This is an optimization exercise on Yosys and OpenROAD, whose aim is small area and a short achievable clock period, not a production implementation. Function was not checked in any run shown here: the RTL went through the layout flow alone.

==> flow/design.v, too long to show whole: its modules and the start of the top module <==
// module krv_core: 66 lines
// module mul33_array: 2060 lines
// module mul_fa: 4 lines
// module mul_ha: 4 lines
// module core: 162 lines
// module npc_sel: 47 lines
// module core_body: 2261 lines
module krv_core (
	input  wire        clk,
	input  wire        rstn,
	input  wire        kplic_int,
	input  wire        core_timer_int,
	output wire        wfi,
	output wire        instr_itcm_access,
	output wire [31:0] instr_itcm_addr,
	input  wire [31:0] instr_itcm_read_data,
	input  wire        instr_itcm_read_data_valid,
	output wire        data_dtcm_access,
	input  wire        data_dtcm_ready,
	output wire        data_dtcm_rd0_wr1,
	output wire [3:0]  data_dtcm_byte_strobe,
	output wire [31:0] data_dtcm_write_data,
	output wire [31:0] data_dtcm_addr,
	input  wire [31:0] data_dtcm_read_data,
	input  wire        data_dtcm_read_data_valid,
	output wire        IAHB_access,
	output wire [31:0] IAHB_addr,
	input  wire [31:0] IAHB_read_data,
	input  wire        IAHB_read_data_valid,
	output wire        DAHB_access,
	output wire        DAHB_rd0_wr1,
	output wire [2:0]  DAHB_size,
	output wire [31:0] DAHB_write_data,
	output wire [31:0] DAHB_addr,
	input  wire        DAHB_trans_buffer_full,
	input  wire [31:0] DAHB_read_data,
	input  wire        DAHB_read_data_valid
);
  // ...
==> flow/flow/run.sh <==
#!/bin/bash
# Layout flow: the standard ORFS flow, with the timing repair steps asked
# to keep a larger setup margin (so they keep improving paths that already
# meet the clock) and plain buffers on the ports.  Every tool's output goes
# to standard.log in this folder.
set -euo pipefail
bash standard.sh SETUP_SLACK_MARGIN=13.5 "BUFFER_PORTS_ARGS=-buffer_cell sky130_fd_sc_hd__buf_2" finish > standard.log 2>&1
==> flow/standard.sh <==
#!/bin/bash
# synth_recipe.tcl (not shown) runs the flow's synth.tcl, then flattens the netlist and writes it again
# the make line also repeats each setting of config.mk as NAME=value (left out here)
make -C /OpenROAD-flow-scripts/flow DESIGN_CONFIG=/design/flow/config.mk WORK_HOME=/design/flow/orfs CLKGATE_MAP_FILE= SYNTH_SCRIPT=/design/flow/synth_recipe.tcl "${@:-finish}"
==> flow/config.mk <==
export PLATFORM = sky130hd
export DESIGN_NAME = krv_core
export DESIGN_NICKNAME = krv_core
export VERILOG_FILES = /design/flow/design.v
export SDC_FILE = /design/flow/constraint.sdc
export NUM_CORES = 8
export LEC_CHECK = 0
export CAP_MARGIN = 35
export CORE_MARGIN = 2
export CORE_UTILIZATION = 32
export PLACE_DENSITY = 0.55
export SLEW_MARGIN = 35
export SYNTH_HIERARCHICAL = 1
==> flow/constraint.sdc <==
create_clock -name core_clock -period 25.0 [get_ports {clk}]
set_input_delay 5.0000 -clock core_clock [delete_from_list [all_inputs] [get_ports {clk}]]
set_output_delay 5.0000 -clock core_clock [all_outputs]
set_load 0.01 [all_outputs]
==> impl_metrics.ini, run 1 <==
[sta]
finalCritPeriodShare_pct = 46.6
rsz0062_at_grt = yes
slew_viol_final = 0
period_minus_slack_ps = 11660
fin_tns_setup_ps = 0
layout_setup_ws_ps = 13340

[layout]
num-nonclk-inverters = 369
design_area_mm2 = 0.153
bufAreaShareNonClock_pct = 4.36
regArea_mm2 = 0.0512
dominant_cells = multi-input gates
regMostFlops = u_core.u_body.u_dec__u_gprs__gpr_q
multi_input_area_mm2 = 0.0795

[global_route]
met2_usage_pct = 48.2

[setup_path]
crit_path_end_kind = output pin
r2r_start = u_core.u_body.u_dec__mul_src1_ex[22]
cp.depth = 9
r2r_setup_slack_ps = 13750
worst_setup_path_startpoint = data_dtcm_read_data_valid

[clock_network]
cts_hold_buffers = 0
cts_made_buffers = 205
htreeDepth = 4

[routing]
route.met2.wl_mm = 306
wirelength_mm = 738

[worst_hold_path]
holdCritPathClass = reg2reg
min_from = u_core.u_body.u_trap_ctrl__kplic_int_sync1

[floorplanning]
row_count = 238
start_util_pct = 32.2

[placed_design]
numPortBuffers = 306
pre_cts_ws_ps = 11870
placed_area_mm2 = 0.144

[synthesis]
synth_warnings = 8

[run_status]
run_status = no timing/DRC/antenna violations
==> run 2, diff against run 1 <==
--- a/flow/design.v
+++ b/flow/design.v
@@ -2467,18 +2467,16 @@
 wire [32 - 1 : 0] 		mtval;
 wire [32 - 1 : 0] 		mcsr_write_data;
 wire [32 - 1 : 0] 		mcsr_read_data;
 wire 					dtcm_en;
 wire [32 - 1 : 0] 		dtcm_start_addr;
 wire 					pc_misaligned;
 wire 					load_x0;
 wire [6:0] 				pd_dec;
-wire [32 - 1 : 0]  		mul_src1_ex;
-wire [32 - 1 : 0]  		mul_src2_ex;
 wire 					vector_in_itcm;
 wire 					trap;
 wire 					exception_met;
 wire 					ecall;
 wire 					instr_illegal;
 wire 					ebreak;
 wire  [32 - 1 : 0] 		vector_addr;
 wire 					mret;
@@ -2731,20 +2729,16 @@
 wire  u_dec__ex_ready = ex_ready;
 wire [32 - 1 : 0] u_dec__alu_result_ex = alu_result_ex;
 reg  u_dec__only_src2_used_ex;
 assign only_src2_used_ex = u_dec__only_src2_used_ex;
 reg [32 - 1 : 0] u_dec__src_data1_ex;
 assign src_data1_ex = u_dec__src_data1_ex;
 reg [32 - 1 : 0] u_dec__src_data2_ex;
 assign src_data2_ex = u_dec__src_data2_ex;
-reg [32 - 1 : 0] u_dec__mul_src1_ex;
-assign mul_src1_ex = u_dec__mul_src1_ex;
-reg [32 - 1 : 0] u_dec__mul_src2_ex;
-assign mul_src2_ex = u_dec__mul_src2_ex;
 reg  u_dec__alu_add_ex;
 assign alu_add_ex = u_dec__alu_add_ex;
 reg  u_dec__alu_sub_ex;
 assign alu_sub_ex = u_dec__alu_sub_ex;
 reg  u_dec__alu_com_ex;
 assign alu_com_ex = u_dec__alu_com_ex;
 reg  u_dec__alu_ucom_ex;
 assign alu_ucom_ex = u_dec__alu_ucom_ex;
@@ -3059,25 +3053,16 @@
 begin
 	if (!u_dec__flush_dec && u_dec__ex_ready)
 	begin
 		u_dec__src_data1_ex <= u_dec__src_data1_dec;
 		u_dec__src_data2_ex <= u_dec__src_data2_dec;
 		u_dec__store_data_ex <= u_dec__gprs_data2_mux;
 	end
 end
-wire u_dec__alu_mul_any_dec = u_dec__alu_mul_dec | u_dec__alu_mulh_dec | u_dec__alu_mulhsu_dec | u_dec__alu_mulhu_dec;
-always @ (posedge u_dec__cpu_clk)
-begin
-	if (!u_dec__flush_dec && u_dec__ex_ready && u_dec__alu_mul_any_dec)
-	begin
-		u_dec__mul_src1_ex <= u_dec__src_data1_dec;
-		u_dec__mul_src2_ex <= u_dec__src_data2_dec;
-	end
-end
 always @ (posedge u_dec__cpu_clk or negedge u_dec__cpu_rstn)
 begin
 	if (!u_dec__cpu_rstn)
 	begin
 		u_dec__alu_add_ex <= 1'b0;
 		u_dec__alu_sub_ex <= 1'b0;
 		u_dec__alu_com_ex <= 1'b0;
 		u_dec__alu_ucom_ex <= 1'b0;
@@ -3225,22 +3210,22 @@
 			u_dec__mem_B_ex <= (u_dec__instruction_is_load || u_dec__instruction_is_store) && (u_dec__funct3_000 || u_dec__funct3_100);
 			u_dec__mem_U_ex <= (u_dec__instruction_is_load || u_dec__instruction_is_store) && (u_dec__funct3_101 || u_dec__funct3_100);
 		end
 	end
 end
 wire [32 - 1 : 0] u_dec__imm_j = {{12{u_dec__valid_instr[31]}}, u_dec__valid_instr[19:12], u_dec__valid_instr[20], u_dec__valid_instr[30:21], 1'b0};
 wire [32 - 1 : 0] u_dec__imm_b = {{20{u_dec__valid_instr[31]}}, u_dec__valid_instr[7], u_dec__valid_instr[30:25], u_dec__valid_instr[11:8], 1'b0};
 wire [32 - 1 : 0] u_dec__imm_i = {{21{u_dec__valid_instr[31]}}, u_dec__valid_instr[30:20]};
-assign u_dec__jal_target = u_dec__pc_dec + u_dec__imm_j;
+assign u_dec__jal_target = u_dec__pc_dec + (u_dec__pd_dec[0] ? u_dec__imm_j : u_dec__imm_b);
 always @ (posedge u_dec__cpu_clk)
 begin
 	if (!u_dec__flush_dec && u_dec__ex_ready && !u_dec__dec_bubble)
 	begin
-		u_dec__br_target_ex <= u_dec__pc_dec + u_dec__imm_b;
+		u_dec__br_target_ex <= u_dec__jal_target;
 		u_dec__imm_ex <= u_dec__imm_i;
 	end
 end
 always@(posedge u_dec__cpu_clk or negedge u_dec__cpu_rstn)
 begin
 if(!u_dec__cpu_rstn)
 	begin
 		u_dec__only_src2_used_ex <= 1'b0;
@@ -3431,18 +3416,16 @@
 wire  u_alu__cpu_clk = cpu_clk;
 wire  u_alu__cpu_rstn = comb_rstn;
 wire  u_alu__dec_valid = dec_valid;
 wire  u_alu__ex_ready = ex_ready;
 wire  u_alu__ex_stall;
 assign ex_stall = u_alu__ex_stall;
 wire [32 - 1 : 0] u_alu__src_data1_ex = src_data1_ex;
 wire [32 - 1 : 0] u_alu__src_data2_ex = src_data2_ex;
-wire [32 - 1 : 0] u_alu__mul_src1_ex = mul_src1_ex;
-wire [32 - 1 : 0] u_alu__mul_src2_ex = mul_src2_ex;
 wire  u_alu__only_src2_used_ex = only_src2_used_ex;
 wire  u_alu__alu_add_ex = alu_add_ex;
 wire  u_alu__alu_sub_ex = alu_sub_ex;
 wire  u_alu__alu_com_ex = alu_com_ex;
 wire  u_alu__alu_ucom_ex = alu_ucom_ex;
 wire  u_alu__alu_and_ex = alu_and_ex;
 wire  u_alu__alu_or_ex = alu_or_ex;
 wire  u_alu__alu_xor_ex = alu_xor_ex;
@@ -3521,51 +3504,50 @@
 wire [31:0] u_alu__sh_out_rev;
 generate
 	for (u_alu__gi = 0; u_alu__gi < 32; u_alu__gi = u_alu__gi + 1)
 	begin : u_alu__REV_OUT
 		assign u_alu__sh_out_rev[u_alu__gi] = u_alu__sh_out[31 - u_alu__gi];
 	end
 endgenerate
 wire [31:0] u_alu__shift_result = ({32{u_alu__alu_sll_ex}} & u_alu__sh_out_rev) | ({32{u_alu__alu_srl_ex | u_alu__alu_sra_ex}} & u_alu__sh_out);
-wire u_alu__mul_a_s = (u_alu__alu_mulh_ex | u_alu__alu_mulhsu_ex) & u_alu__mul_src1_ex[31];
-wire u_alu__mul_b_s = u_alu__alu_mulh_ex & u_alu__mul_src2_ex[31];
+wire u_alu__mul_a_s = (u_alu__alu_mulh_ex | u_alu__alu_mulhsu_ex) & u_alu__s1[31];
+wire u_alu__mul_b_s = u_alu__alu_mulh_ex & u_alu__s2[31];
 wire [63:0] u_alu__mul_p;
 mul33_array u_mul (
-.a	(u_alu__mul_src1_ex),
-.b	(u_alu__mul_src2_ex),
+.a	(u_alu__s1),
+.b	(u_alu__s2),
 .a_s	(u_alu__mul_a_s),
 .b_s	(u_alu__mul_b_s),
 .p	(u_alu__mul_p)
 );
 wire u_alu__mul_hi = u_alu__alu_mulh_ex | u_alu__alu_mulhsu_ex | u_alu__alu_mulhu_ex;
 wire [31:0] u_alu__mul_result = ({32{u_alu__alu_mul_ex}} & u_alu__mul_p[31:0]) | ({32{u_alu__mul_hi}} & u_alu__mul_p[63:32]);
 wire u_alu__div_start = u_alu__alu_div_ex | u_alu__alu_divu_ex | u_alu__alu_rem_ex | u_alu__alu_remu_ex;
 wire u_alu__div_signed = u_alu__alu_div_ex | u_alu__alu_rem_ex;
 wire u_alu__div_done;
-wire [31:0] u_alu__div_result;
-wire [31:0] u_alu__rem_result;
+wire [31:0] u_alu__div_rem_result;
 wire  u_alu__u_div_u__cpu_clk = u_alu__cpu_clk;
 wire  u_alu__u_div_u__cpu_rstn = u_alu__cpu_rstn;
 wire  u_alu__u_div_u__start = u_alu__div_start;
 wire  u_alu__u_div_u__signed_op = u_alu__div_signed;
+wire  u_alu__u_div_u__op_div = u_alu__alu_div_ex;
+wire  u_alu__u_div_u__op_divu = u_alu__alu_divu_ex;
+wire  u_alu__u_div_u__op_rem = u_alu__alu_rem_ex;
 wire  u_alu__u_div_u__done;
 assign u_alu__div_done = u_alu__u_div_u__done;
 wire [32 - 1 : 0] u_alu__u_div_u__src1 = u_alu__s1;
 wire [32 - 1 : 0] u_alu__u_div_u__src2 = u_alu__s2;
-wire [32 - 1 : 0] u_alu__u_div_u__rem_result;
-assign u_alu__rem_result = u_alu__u_div_u__rem_result;
-wire [32 - 1 : 0] u_alu__u_div_u__div_result;
-assign u_alu__div_result = u_alu__u_div_u__div_result;
+wire [32 - 1 : 0] u_alu__u_div_u__result;
+assign u_alu__div_rem_result = u_alu__u_div_u__result;
 parameter u_alu__u_div_u__D_DATA_WIDTH = 32 * 2;
 reg [u_alu__u_div_u__D_DATA_WIDTH - 1 : 0] u_alu__u_div_u__hold_r;
 wire u_alu__u_div_u__neg1 = u_alu__u_div_u__signed_op & u_alu__u_div_u__src1[31];
 wire u_alu__u_div_u__neg2 = u_alu__u_div_u__signed_op & u_alu__u_div_u__src2[31];
-wire [32 - 1 : 0] u_alu__u_div_u__div_src_data1 = u_alu__u_div_u__neg1 ? (~u_alu__u_div_u__src1 + 32'h1) : u_alu__u_div_u__src1;
-wire [32 - 1 : 0] u_alu__u_div_u__div_src_data2 = u_alu__u_div_u__neg2 ? (~u_alu__u_div_u__src2 + 32'h1) : u_alu__u_div_u__src2;
+wire [32 - 1 : 0] u_alu__u_div_u__div_src_data1;	 
 wire [31:0] u_alu__u_div_u__sum0_req = {u_alu__u_div_u__src1[30:0] | u_alu__u_div_u__src2[30:0], 1'b0};
 wire u_alu__u_div_u__sum_is0 = &(~(u_alu__u_div_u__src1 ^ u_alu__u_div_u__src2 ^ u_alu__u_div_u__sum0_req));
 wire [31:0] u_alu__u_div_u__cmp_p = u_alu__u_div_u__neg2 ? (u_alu__u_div_u__src2 ^ {32{~u_alu__u_div_u__neg1}}) : (u_alu__u_div_u__src1 ^ {32{u_alu__u_div_u__neg1}});
 wire [31:0] u_alu__u_div_u__cmp_q = u_alu__u_div_u__neg2 ? u_alu__u_div_u__src1 : u_alu__u_div_u__src2;
 wire u_alu__u_div_u__cmp_l = u_alu__u_div_u__cmp_p < u_alu__u_div_u__cmp_q;
 wire u_alu__u_div_u__data1ltdata2 = (~u_alu__u_div_u__neg1 & u_alu__u_div_u__neg2) ? ~u_alu__u_div_u__cmp_l : ((u_alu__u_div_u__neg1 & ~u_alu__u_div_u__neg2) ? (u_alu__u_div_u__cmp_l & ~u_alu__u_div_u__sum_is0) : u_alu__u_div_u__cmp_l);
 wire u_alu__u_div_u__data2equ0 = ~(|u_alu__u_div_u__src2);
 wire u_alu__u_div_u__data2equ1 = (u_alu__u_div_u__src2 == 32'h1) | (u_alu__u_div_u__signed_op & (&u_alu__u_div_u__src2));
@@ -3609,17 +3591,17 @@
 			end
 		end
 		else
 		begin
 			u_alu__u_div_u__div_cycle_cnt <= 6'h0;
 		end
 	end
 end
-wire [32 : 0] u_alu__u_div_u__step_diff = {1'b0, u_alu__u_div_u__hold_r[u_alu__u_div_u__D_DATA_WIDTH - 1 : 32]} - {1'b0, u_alu__u_div_u__div_src_data2};
+wire [32 : 0] u_alu__u_div_u__step_diff = {1'b0, u_alu__u_div_u__hold_r[u_alu__u_div_u__D_DATA_WIDTH - 1 : 32]} + {1'b1, u_alu__u_div_u__src2 ^ {32{~u_alu__u_div_u__neg2}}} + {32'h0, ~u_alu__u_div_u__neg2};
 wire u_alu__u_div_u__step_ge = ~u_alu__u_div_u__step_diff[32];
 always @ (posedge u_alu__u_div_u__cpu_clk or negedge u_alu__u_div_u__cpu_rstn)
 begin
 	if(!u_alu__u_div_u__cpu_rstn)
 	begin
 		u_alu__u_div_u__hold_r <= {u_alu__u_div_u__D_DATA_WIDTH{1'b0}};
 	end
 	else
@@ -3647,24 +3629,28 @@
 		end
 		else
 		begin
 			u_alu__u_div_u__hold_r <= 0;
 		end
 	end
 end
 assign u_alu__u_div_u__done = u_alu__u_div_u__single_cycle_div | u_alu__u_div_u__cnt_is_32;
-assign u_alu__u_div_u__div_result = u_alu__u_div_u__data2equ0 ? {32{1'b1}} : (u_alu__u_div_u__data2equ1 ? u_alu__u_div_u__div_src_data1 :  (u_alu__u_div_u__data1ltdata2 ? {32{1'b0}} : (u_alu__u_div_u__done ? u_alu__u_div_u__hold_r[32 - 1 : 0] : {32{1'b0}})));
-assign u_alu__u_div_u__rem_result = u_alu__u_div_u__data2equ1 ? {32{1'b0}} : ((u_alu__u_div_u__data1ltdata2 | u_alu__u_div_u__data2equ0) ? u_alu__u_div_u__div_src_data1 : (u_alu__u_div_u__done ? {1'b0,u_alu__u_div_u__hold_r[u_alu__u_div_u__D_DATA_WIDTH - 1 : 32 + 1]} : {32{1'b0}}));
-wire u_alu__div_neg = u_alu__alu_div_ex & (|u_alu__s2) & (u_alu__s1[31] ^ u_alu__s2[31]);
-wire u_alu__rem_neg = u_alu__alu_rem_ex & u_alu__s1[31];
-wire [31:0] u_alu__dr_mag = (u_alu__alu_div_ex | u_alu__alu_divu_ex) ? u_alu__div_result : u_alu__rem_result;
-wire u_alu__dr_do_neg = u_alu__div_neg | u_alu__rem_neg;
-wire [31:0] u_alu__dr_val = (u_alu__dr_mag ^ {32{u_alu__dr_do_neg}}) + {31'h0, u_alu__dr_do_neg};
-wire [31:0] u_alu__div_rem_result = {32{u_alu__div_start}} & u_alu__dr_val;
+wire u_alu__u_div_u__load_cycle = u_alu__u_div_u__start_rising && !u_alu__u_div_u__single_cycle_div;
+wire u_alu__u_div_u__is_div = u_alu__u_div_u__op_div | u_alu__u_div_u__op_divu;
+wire [32 - 1 : 0] u_alu__u_div_u__single_val = u_alu__u_div_u__is_div ? (u_alu__u_div_u__data2equ0 ? {32{1'b1}} : (u_alu__u_div_u__data2equ1 ? u_alu__u_div_u__src1 : {32{1'b0}}))
+						: (u_alu__u_div_u__data2equ1 ? {32{1'b0}} : u_alu__u_div_u__src1);
+wire u_alu__u_div_u__single_neg = u_alu__u_div_u__op_div & u_alu__u_div_u__data2equ1 & u_alu__u_div_u__src2[31];
+wire [32 - 1 : 0] u_alu__u_div_u__hold_val = u_alu__u_div_u__is_div ? u_alu__u_div_u__hold_r[32 - 1 : 0] : {1'b0, u_alu__u_div_u__hold_r[u_alu__u_div_u__D_DATA_WIDTH - 1 : 32 + 1]};
+wire u_alu__u_div_u__hold_neg = (u_alu__u_div_u__op_div & (|u_alu__u_div_u__src2) & (u_alu__u_div_u__src1[31] ^ u_alu__u_div_u__src2[31])) | (u_alu__u_div_u__op_rem & u_alu__u_div_u__src1[31]);
+wire [32 - 1 : 0] u_alu__u_div_u__neg_in = u_alu__u_div_u__load_cycle ? u_alu__u_div_u__src1 : (u_alu__u_div_u__single_cycle_div ? u_alu__u_div_u__single_val : u_alu__u_div_u__hold_val);
+wire u_alu__u_div_u__neg_do = u_alu__u_div_u__load_cycle ? u_alu__u_div_u__neg1 : (u_alu__u_div_u__single_cycle_div ? u_alu__u_div_u__single_neg : u_alu__u_div_u__hold_neg);
+wire [32 - 1 : 0] u_alu__u_div_u__neg_out = (u_alu__u_div_u__neg_in ^ {32{u_alu__u_div_u__neg_do}}) + {31'h0, u_alu__u_div_u__neg_do};
+assign u_alu__u_div_u__div_src_data1 = u_alu__u_div_u__neg_out;	 
+assign u_alu__u_div_u__result = {32{u_alu__u_div_u__start}} & u_alu__u_div_u__neg_out;
 wire [32 - 1 : 0] u_alu__alu_result;
 assign u_alu__alu_result = u_alu__adder_result | {31'h0, u_alu__com_result} | {31'h0, u_alu__ucom_result} | u_alu__logic_result |
 		    u_alu__shift_result | u_alu__mul_result | u_alu__div_rem_result;
 assign u_alu__alu_result_ex = u_alu__only_src2_used_ex ? u_alu__src_data2_ex : u_alu__alu_result;
 assign u_alu__ex_stall = u_alu__div_start & ~u_alu__div_done;
 wire u_alu__ex_bubble = !u_alu__dec_valid || u_alu__ex_stall;
 always@(posedge u_alu__cpu_clk or negedge u_alu__cpu_rstn)
 begin
==> run 2 against run 1 <==
Cell area decreased by 3.8%. Die area decreased by 3.0%. Largest cell class unchanged. Sequential share of layout area about the same. Utilization decreased by 0.41 points. Worst setup slack got worse by 140 ps. Critical path depth unchanged. Global-route usage decreased by 0.14 points. Final cell count decreased by 3.6%.
==> impl_metrics.ini, run 2 <==
[sta]
slew_viol_final = 0
slew_headroom_pct = 25.2
timing.fmax_mhz = 84.8
period_minus_slack_ps = 11790
rsz0062_at_grt = yes
finalCritPeriodShare_pct = 47.2
hold_violations = 0
worst_pin_slew_ps = 1110
setup_viol = 0
finClkSkew_ps = 114
fin_tns_setup_ps = 0

[floorplanning]
row_count = 235
die_h_um = 645
die_w_um = 645
start_util_pct = 32.1
io_pins = 344
fp.dieArea_mm2 = 0.416
coreArea_mm2 = 0.409

[clock_network]
cts_hold_buffers = 0
htreeDepth = 4
clkLatencyLatePin_ps = 950
cts_made_buffers = 195
tritoncts = built
clk_path_buf_depth = 4
clock_sinks = 1725
path_clk_slew_ps = 60
root_buffer = clkbuf_16

[layout]
reg_top3 = u_core.u_body.u_dec__u_gprs__gpr_q (992), u_core.u_body.u_alu__u_div_u__hold_r (64)
largest_reg_flops = 992
layout_common_cells = 1778 x nand2_1, 1228 x edfxtp_1, 967 x fa_1
drive_above_1_share_pct = 12.5
area_growth_pct = 11.9
nets = 14400
final_cells = 18500
final_common_cell = nand2_1
fillers = 41100
regMostFlops = u_core.u_body.u_dec__u_gprs__gpr_q

[routing]
first_pass_iters = 11
drt_iter0_markers = 22400
drc = 0
antenna_left = 0
drt-vias-per-instance = 6.59
num_vias = 122000
wirelength_mm = 713
wl_per_cell_um = 38.5

[global_route]
antenna_found_initial = 62
grt_pass1_vias = 116000
grt_max_degree = 123
grt_pass1_wl_mm = 965
grt.total_usage_pct = 33.1
grt.overflow.total = 0

[placed_design]
numPortBuffers = 306
dp.cells = 18100
gp_congestion = 1.08
hpwl_mm = 476

[setup_path]
arrival_ps = 6790
crit_path_end_kind = output pin
critPathMaxFanout = 8
r2r_setup_slack_ps = 13620
start_kind = primary input
r2r_end = u_core.u_body.u_trap_ctrl__mepc[20]
r2r_cells = 27
required_ps = 20000
critical_path_class = in2out
worst_setup_path_startpoint = data_dtcm_read_data_valid
crit_end = instr_itcm_access
r2r_start = u_core.u_body.u_dec__src_data1_ex[18]

[synthesis]
synth_warnings = 8
syn_area_per_cell_um2 = 10.2
syn_area_mm2 = 0.131
syn_inst = 12900

[run]
max_cap_violations = 0

[run_status]
run_status = no timing/DRC/antenna violations

[worst_hold_path]
holdCritPathClass = reg2reg
run 2: timing repair:
item,4_1_cts,5_1_grt
setup buffers,25,7
gates cloned,8,1
pin swaps,5,4
setup endpoints to repair,15,25
gates resized for setup,76,29
run 2: layout make-up:
class	instances	area, um2	share of cell area (%)
clock buffer	245	5250	3.57
tap	5451	6820	4.64
multi-input combinational	9796	77300	52.6
antenna	52	130	0.0885
timing repair buffer	793	5830	3.97
inverter	340	1290	0.881
clock inverter	106	1160	0.790
sequential	1725	49300	33.5
timing repair inverter	2	10.0	0.00681
run 2: worst min path at each step:
stage                                                from                                          to  slack, ps  cells after the start
2_1_floorplan  u_core.u_body.u_trap_ctrl__kplic_int_sync1  u_core.u_body.u_trap_ctrl__kplic_int_sync2        330                      0
3_3_place_gp   u_core.u_body.u_trap_ctrl__kplic_int_sync1  u_core.u_body.u_trap_ctrl__kplic_int_sync2        340                      0
3_5_place_dp   u_core.u_body.u_trap_ctrl__kplic_int_sync2             u_core.u_body.u_trap_ctrl__meip        340                      0
4_1_cts        u_core.u_body.u_trap_ctrl__kplic_int_sync2             u_core.u_body.u_trap_ctrl__meip        350                      0
5_1_grt        u_core.u_body.u_trap_ctrl__kplic_int_sync2             u_core.u_body.u_trap_ctrl__meip        360                      0
6_report       u_core.u_body.u_trap_ctrl__kplic_int_sync1  u_core.u_body.u_trap_ctrl__kplic_int_sync2        350                      0
run 2: routing by layer:
layer	global-route usage, %	part of all wire, %	vias up	wire (um)
met3	11.9	14	2963	97900
met2	47.6	41	10800	292000
met4	25.8	9.9	42	70700
met1	40.1	35	60500	252000
li1	-	-	47700	-
met5	0.613	0.046	-	331
run 2: critical path: stages:
cell	delay, ps
buf_16	100
buf_12	120
a22oi_4	310
mux2i_2	310
o22ai_4	100
buf_12	160
buf_12	150
mux2_4	360
buf_6	140
run 2: stage by stage:
| stage | utilization (%) | hold WS (ps) | setup slack [ps] | cell area [um2] |
|---|---|---|---|---|
| finish | 35.9 | 347 | 13210 | 147000 |
| global route | 35.9 | 358 | 13180 | 147000 |
| CTS | 35.8 | 351 | 13190 | 146000 |
| detailed placement | 34.1 | 336 | 12470 | 139000 |
| global placement | 34.0 | 336 | 12470 | 139000 |
| floorplan | - | 331 | 13720 | 132000 |

[re-timing with driven ports]
The flow's constraints put no driver on any port. The routed layouts listed below were extracted and timed again, unchanged, in two steps. Step 1 sets driving cells, clkbuf_16 on the clock port and buf_2 on the other inputs (assumed; they add their load-dependent delay and slew). Step 2 moves the port delays by t, midway between the first and last clock arrival at a register: inputs arrive t later, outputs are due t later. That takes back most of the time a late clock gives input paths. a / b / c = no drivers / after step 1 / after step 2; a / b = the first two.
| run | t, ns | setup WS [ns] | worst hold slack (ns) | clock arrival spread, ns |
|---|---|---|---|---|
| run 1 | 1.034 | 13.342 / 13.241 / 13.241 | 0.348 / 0.348 / 0.348 | 0.148 / 0.148 |
| run 2 | 1.000 | 13.205 / 13.128 / 13.145 | 0.347 / 0.347 / 0.347 | 0.122 / 0.121 |
After both steps setup and hold are still met in every run listed. The setup slack of run 1, which loses most, moves by -0.101 ns with the drivers and by -0.101 ns with both steps.
